This is an optimization exercise on Yosys and OpenROAD, whose aim is small area and a short achievable clock period, not a production implementation. Function was checked by simulation only, so behaviour that the tests miss may differ from the original. The clock input has no modelled driver; a real chip could not lean on it and would need a root buffer or a full tree.

==> v28 <==
// alu_top
module alu_top (
    input  wire        clk,
    input  wire [31:0] a,
    input  wire [31:0] b,
    input  wire [3:0]  opcode,
    output wire [31:0] result,
    output wire        zero_flag,
    output wire        carry_flag,
    output wire        sign_flag,
    output wire        overflow_flag
);
clock: 12.0 ns
lec_check: 0
cap_margin: 20
core_margin: 2
core_utilization: 60
slew_margin: 20
standard.sh (not shown) runs the stock make flow with config.mk's settings and CLKGATE_MAP_FILE= SYNTH_SCRIPT=/design/flow/synth_recipe.tcl, a recipe that flattens the netlist after the stock synthesis.
==> flow/flow/run.sh <==
#!/bin/bash
# The standard layout (standard.sh), with these changes:
#  - synthesis without the early generic "abc -fast" pass, so that the full
#    adders written in the RTL reach extract_fa as written (no inverters
#    between adder cells); registers are unchanged,
#  - after clock tree synthesis, flow/skew.tcl clocks the second register
#    stage later and the first earlier (useful skew for the paths between
#    the two stages),
#  - the smallest buffer cell for the port buffers,
#  - no dummy loads in clock tree synthesis.
# The SDC and the clock period are the standard flow's. Each tool's output goes to the
# ORFS logs under orfs/logs; make's own output to standard.log.
cp standard.sh standard_sh.txt
bash standard.sh SYNTH_ARGS=-noabc SETUP_SLACK_MARGIN=7.4 \
  "BUFFER_PORTS_ARGS=-buffer_cell sky130_fd_sc_hd__buf_1" \
  "CTS_ARGS=-sink_clustering_enable -repair_clock_nets -dont_use_dummy_load" \
  POST_CTS_TCL=$PWD/flow/skew.tcl \
  "SKEW_CHAIN=sky130_fd_sc_hd__clkdlybuf4s50_1 sky130_fd_sc_hd__clkbuf_4" \
  SKEW_EARLY_CELL=sky130_fd_sc_hd__clkbuf_16 SKEW_EARLY_GROUPS=3 \
  finish > standard.log 2>&1
==> flow/flow/skew.tcl <==
# Sourced by ORFS after clock tree synthesis (POST_CTS_TCL).
# Useful skew for the paths between the two register stages:
#  - the second stage (registers written from the multiplier and adder) gets
#    its clock through an extra buffer chain, so it is clocked later;
set stage2_re {^(res_q|cy_q|ovp_q|ari_q)(\\?\[|\$)}
set stage1_re {^((x_q|one_q|two_q|neg_q)\\?\[|(s_add|s_and|s_xor|s_mul|s_rev|s_ari|axb31)\$)}
set chain $::env(SKEW_CHAIN)
set early_cell $::env(SKEW_EARLY_CELL)
set n_early $::env(SKEW_EARLY_GROUPS)

set db [ord::get_db]
set block [ord::get_db_block]

proc centroid { insts } {
  set sx 0
  set sy 0
  foreach i $insts {
    set loc [$i getLocation]
    set sx [expr { $sx + [lindex $loc 0] }]
    set sy [expr { $sy + [lindex $loc 1] }]
  }
  set n [llength $insts]
  return [list [expr { int($sx / $n) }] [expr { int($sy / $n) }]]
}

# ---- second stage: later clock
set groups [dict create]
set stage1 {}
foreach inst [$block getInsts] {
  set name [$inst getName]
  if { [regexp $stage2_re $name] } {
    set it [$inst findITerm CLK]
    dict lappend groups [[$it getNet] getName] $inst
  } elseif { [regexp $stage1_re $name] } {
    lappend stage1 $inst
  }
}
set k 0
dict for {netname insts} $groups {
  set net [$block findNet $netname]
  lassign [centroid $insts] cx cy
  set prev $net
  set j 0
  foreach cell $chain {
    set b [odb::dbInst_create $block [$db findMaster $cell] "skewbuf_${k}_${j}"]
    set nn [odb::dbNet_create $block "skewclk_${k}_${j}"]
    $nn setSigType CLOCK
    [$b findITerm A] connect $prev
    [$b findITerm X] connect $nn
    $b setLocation $cx $cy
    $b setPlacementStatus PLACED
    set prev $nn
    incr j
  }
  foreach i $insts {
    set it [$i findITerm CLK]
    $it disconnect
    $it connect $prev
  }
  puts "skew: late group $k on $netname: [llength $insts] registers"
  incr k
}

# ---- first stage: earlier clock, straight from the clock port's net
set portnet [[$block findBTerm clk] getNet]
set stage1 [lsort -command { apply {{a b} {
  expr { [lindex [$a getLocation] 0] - [lindex [$b getLocation] 0] } } } } $stage1]
set n [llength $stage1]
for {set g 0} {$g < $n_early} {incr g} {
  set lo [expr { $g * $n / $n_early }]
  set hi [expr { ($g + 1) * $n / $n_early - 1 }]
  set insts [lrange $stage1 $lo $hi]
  lassign [centroid $insts] cx cy
  set b [odb::dbInst_create $block [$db findMaster $early_cell] "earlybuf_$g"]
  set nn [odb::dbNet_create $block "earlyclk_$g"]
  $nn setSigType CLOCK
  [$b findITerm A] connect $portnet
  [$b findITerm X] connect $nn
  $b setLocation $cx $cy
  $b setPlacementStatus PLACED
  foreach i $insts {
    set it [$i findITerm CLK]
    $it disconnect
    $it connect $nn
  }
  puts "skew: early group $g: [llength $insts] registers"
}

# ---- remove clock buffers left without loads
set changed 1
while { $changed } {
  set changed 0
  foreach inst [$block getInsts] {
    set m [[$inst getMaster] getName]
    if { ![string match "sky130_fd_sc_hd__clkbuf*" $m] } { continue }
    set out [$inst findITerm X]
    set net [$out getNet]
    if { $net eq "NULL" || $net eq "" } { continue }
    set loads 0
    foreach it [$net getITerms] {
      if { [$it isInputSignal] } { incr loads }
    }
    if { $loads == 0 && [llength [$net getBTerms]] == 0 } {
      puts "skew: removing unloaded [$inst getName]"
      odb::dbInst_destroy $inst
      odb::dbNet_destroy $net
      set changed 1
      break
    }
  }
}
global_connect

detailed_placement
estimate_parasitics -placement
report_worst_slack -max
report_worst_slack -min
repair_timing_helper
detailed_placement
check_placement -verbose
estimate_parasitics -placement
report_worst_slack -max
report_worst_slack -min
report_checks -from [all_inputs] -to [all_registers -data_pins] -format end
report_checks -from [all_registers -clock_pins] -to [all_registers -data_pins] -format end
report_checks -from [all_registers -clock_pins] -to [all_outputs] -format end
==> inputs of v38, as changes to v28 <==
==> flow/flow/run.sh (replaced) <==
#!/bin/bash
# The standard layout (standard.sh), with these changes:
#  - synthesis without the early generic "abc -fast" pass, so that the full
#    adders written in the RTL reach extract_fa as written (no inverters
#    between adder cells); registers are unchanged,
#  - after clock tree synthesis, flow/skew.tcl delays the clock of the second
#    register stage (useful skew for the paths between the two stages),
#  - the smallest buffer cell for the port buffers.
# The SDC and the clock period are the standard flow's. Each tool's output goes to the
# ORFS logs under orfs/logs; make's own output to standard.log.
cp standard.sh standard_sh.txt
bash standard.sh SYNTH_ARGS=-noabc SETUP_SLACK_MARGIN=6.8 \
  "BUFFER_PORTS_ARGS=-buffer_cell sky130_fd_sc_hd__buf_1" \
  POST_CTS_TCL=$PWD/flow/skew.tcl \
  "SKEW_CHAIN=sky130_fd_sc_hd__clkdlybuf4s50_1 sky130_fd_sc_hd__clkbuf_4" \
  finish > standard.log 2>&1
==> flow/flow/skew.tcl (replaced) <==
# Sourced by ORFS after clock tree synthesis (POST_CTS_TCL).
# Delays the clock of the second register stage (the registers written from
# the multiplier and adder) by a short buffer chain, so that the paths between
# the two register stages get more of the cycle. The registers' clock stays a
# buffered branch of the same clock tree; input and output paths only lose
# time from this.
set stage2_re {^(res_q|cy_q|ovp_q|ari_q)(\[|\$)}
set chain $::env(SKEW_CHAIN)

set db [ord::get_db]
set block [ord::get_db_block]

set groups [dict create]
foreach inst [$block getInsts] {
  if { [regexp $stage2_re [$inst getName]] } {
    set it [$inst findITerm CLK]
    dict lappend groups [[$it getNet] getName] $inst
  }
}

set k 0
dict for {netname insts} $groups {
  set net [$block findNet $netname]
  set sx 0
  set sy 0
  foreach i $insts {
    set loc [$i getLocation]
    set sx [expr { $sx + [lindex $loc 0] }]
    set sy [expr { $sy + [lindex $loc 1] }]
  }
  set n [llength $insts]
  set cx [expr { int($sx / $n) }]
  set cy [expr { int($sy / $n) }]
  set prev $net
  set j 0
  foreach cell $chain {
    set m [$db findMaster $cell]
    set b [odb::dbInst_create $block $m "skewbuf_${k}_${j}"]
    set nn [odb::dbNet_create $block "skewclk_${k}_${j}"]
    $nn setSigType CLOCK
    [$b findITerm A] connect $prev
    [$b findITerm X] connect $nn
    $b setLocation $cx $cy
    $b setPlacementStatus PLACED
    set prev $nn
    incr j
  }
  foreach i $insts {
    set it [$i findITerm CLK]
    $it disconnect
    $it connect $prev
  }
  puts "skew: group $k on $netname: $n registers"
  incr k
}
global_connect

detailed_placement
estimate_parasitics -placement
report_worst_slack -max
report_worst_slack -min
repair_timing_helper
detailed_placement
check_placement -verbose
estimate_parasitics -placement
report_worst_slack -max
report_worst_slack -min
report_checks -from [all_inputs] -to [all_registers -data_pins] -format end
report_checks -from [all_registers -clock_pins] -to [all_registers -data_pins] -format end
report_checks -from [all_registers -clock_pins] -to [all_outputs] -format end
Settings changed: CORE_UTILIZATION 60 to 40.
==> inputs of v37, as changes to v28 <==
==> flow/flow/run.sh (replaced) <==
#!/bin/bash
# The standard layout (standard.sh), with these changes:
#  - synthesis without the early generic "abc -fast" pass, so that the full
#    adders written in the RTL reach extract_fa as written (no inverters
#    between adder cells); registers are unchanged,
#  - after clock tree synthesis, flow/skew.tcl delays the clock of the second
#    register stage (useful skew for the paths between the two stages),
#  - the smallest buffer cell for the port buffers.
# The SDC and the clock period are the standard flow's. Each tool's output goes to the
# ORFS logs under orfs/logs; make's own output to standard.log.
cp standard.sh standard_sh.txt
bash standard.sh SYNTH_ARGS=-noabc SETUP_SLACK_MARGIN=7.3 \
  "BUFFER_PORTS_ARGS=-buffer_cell sky130_fd_sc_hd__buf_1" \
  POST_CTS_TCL=$PWD/flow/skew.tcl \
  "SKEW_CHAIN=sky130_fd_sc_hd__clkdlybuf4s50_1 sky130_fd_sc_hd__clkbuf_4" \
  finish > standard.log 2>&1
==> flow/flow/skew.tcl (replaced) <==
# Sourced by ORFS after clock tree synthesis (POST_CTS_TCL).
# Delays the clock of the second register stage (the registers written from
# the multiplier and adder) by a short buffer chain, so that the paths between
# the two register stages get more of the cycle. The registers' clock stays a
# buffered branch of the same clock tree; input and output paths only lose
# time from this.
set stage2_re {^(res_q|cy_q|ovp_q|ari_q)(\\?\[|\$)}
set chain $::env(SKEW_CHAIN)

set db [ord::get_db]
set block [ord::get_db_block]

set groups [dict create]
foreach inst [$block getInsts] {
  if { [regexp $stage2_re [$inst getName]] } {
    set it [$inst findITerm CLK]
    dict lappend groups [[$it getNet] getName] $inst
  }
}

set k 0
dict for {netname insts} $groups {
  set net [$block findNet $netname]
  set sx 0
  set sy 0
  foreach i $insts {
    set loc [$i getLocation]
    set sx [expr { $sx + [lindex $loc 0] }]
    set sy [expr { $sy + [lindex $loc 1] }]
  }
  set n [llength $insts]
  set cx [expr { int($sx / $n) }]
  set cy [expr { int($sy / $n) }]
  set prev $net
  set j 0
  foreach cell $chain {
    set m [$db findMaster $cell]
    set b [odb::dbInst_create $block $m "skewbuf_${k}_${j}"]
    set nn [odb::dbNet_create $block "skewclk_${k}_${j}"]
    $nn setSigType CLOCK
    [$b findITerm A] connect $prev
    [$b findITerm X] connect $nn
    $b setLocation $cx $cy
    $b setPlacementStatus PLACED
    set prev $nn
    incr j
  }
  foreach i $insts {
    set it [$i findITerm CLK]
    $it disconnect
    $it connect $prev
  }
  puts "skew: group $k on $netname: $n registers"
  incr k
}
global_connect

detailed_placement
estimate_parasitics -placement
report_worst_slack -max
report_worst_slack -min
repair_timing_helper
detailed_placement
check_placement -verbose
estimate_parasitics -placement
report_worst_slack -max
report_worst_slack -min
report_checks -from [all_inputs] -to [all_registers -data_pins] -format end
report_checks -from [all_registers -clock_pins] -to [all_registers -data_pins] -format end
report_checks -from [all_registers -clock_pins] -to [all_outputs] -format end
==> flow_summary.yaml <==
finish:
  nets: 2237
  stdcell_area_mm2: 0.0207
setup_path:
  ff2ff_path_depth: 16
  crit_chain: "clkbuf_16 > a22oi_1 > xnor2_1 > ha_1 > fa_1 > fa_1 > fa_1 > fa_1 > ha_4 > nand2_1 > a211oi_4 > nand2b_4 > a21oi_1 > o21ai_1 > xor2_2 > a221o_1"
route:
  vias: 16100
grt:
  first_global_vias: 16100
outcome:
  status: "no timing/DRC/antenna violations"
-- figures above: v37

==> flow_summary.yaml <==
outcome:
  status: "no timing/DRC/antenna violations"
finish:
  syn2layout_area_growth_pct: 24.0
  stdcell_area_mm2: 0.0210
  nets: 2239
setup_path:
  crit_chain: "buf_12 > a22oi_2 > xnor2_1 > fa_2 > fa_2 > fa_2 > fa_2 > fa_2 > ha_4 > and3_4 > nor2_2 > o2bb2ai_2 > o32ai_2 > a31oi_2 > buf_4 > a21oi_4 > a21oi_2 > xnor2_2 > o211ai_1"
  ff2ff_path_depth: 19
die:
  placementRows: 75
grt:
  first_global_vias: 16000
sta:
  slew_violations: 0
-- figures above: v38

==> flow_summary.yaml <==
placed_design:
  dp.cells: 2126
grt:
  first_global_vias: 16100
finish:
  stdcell_area_mm2: 0.0205
  nets: 2237
setup_path:
  ff2ff_path_depth: 18
outcome:
  status: "no timing/DRC/antenna violations"
route:
  vias: 16100
-- figures above: v28

==> separate check: timing with driven ports <==
Ports are ideal in the flow. The routed layouts listed here were re-timed in OpenROAD. Step 1 (the two cells are an assumption about what drives the block):
set clk [get_ports {clk}]
set_driving_cell -lib_cell sky130_fd_sc_hd__clkbuf_16 $clk
set_driving_cell -lib_cell sky130_fd_sc_hd__buf_2 [delete_from_list [all_inputs] $clk]
Step 2, shift: input delay + t, output delay - t, t = (earliest + latest rising clock arrival at the registers) / 2. This alone moves slack from input paths to output paths. Three values: ideal, step 1, step 2; two values: the first two.
| run | t (ns) | slack for setup (ns) | worst hold slack (ns) | latest minus earliest clock arrival (ns) | worst data-port slew with drivers (ns) |
|---|---|---|---|---|---|
| v28 | 0.627 | 7.337 / 7.337 / 7.114 | 0.068 / 0.068 / 0.068 | 0.783 / 0.783 | 0.04 |
| v38 | 0.819 | 6.713 / 6.713 / 6.713 | 0.208 / 0.208 / 0.208 | 0.669 / 0.669 | 0.06 |
| v37 | 0.786 | 7.331 / 7.312 / 6.736 | 0.068 / 0.068 / 0.068 | 0.662 / 0.662 | 0.04 |
In every run listed the clock reaches the registers at very different times; t lies between them, and the last value is a rough guide only. For v37, which loses most, drivers alone change the setup slack by -0.019 ns; drivers and shift together by -0.595 ns.
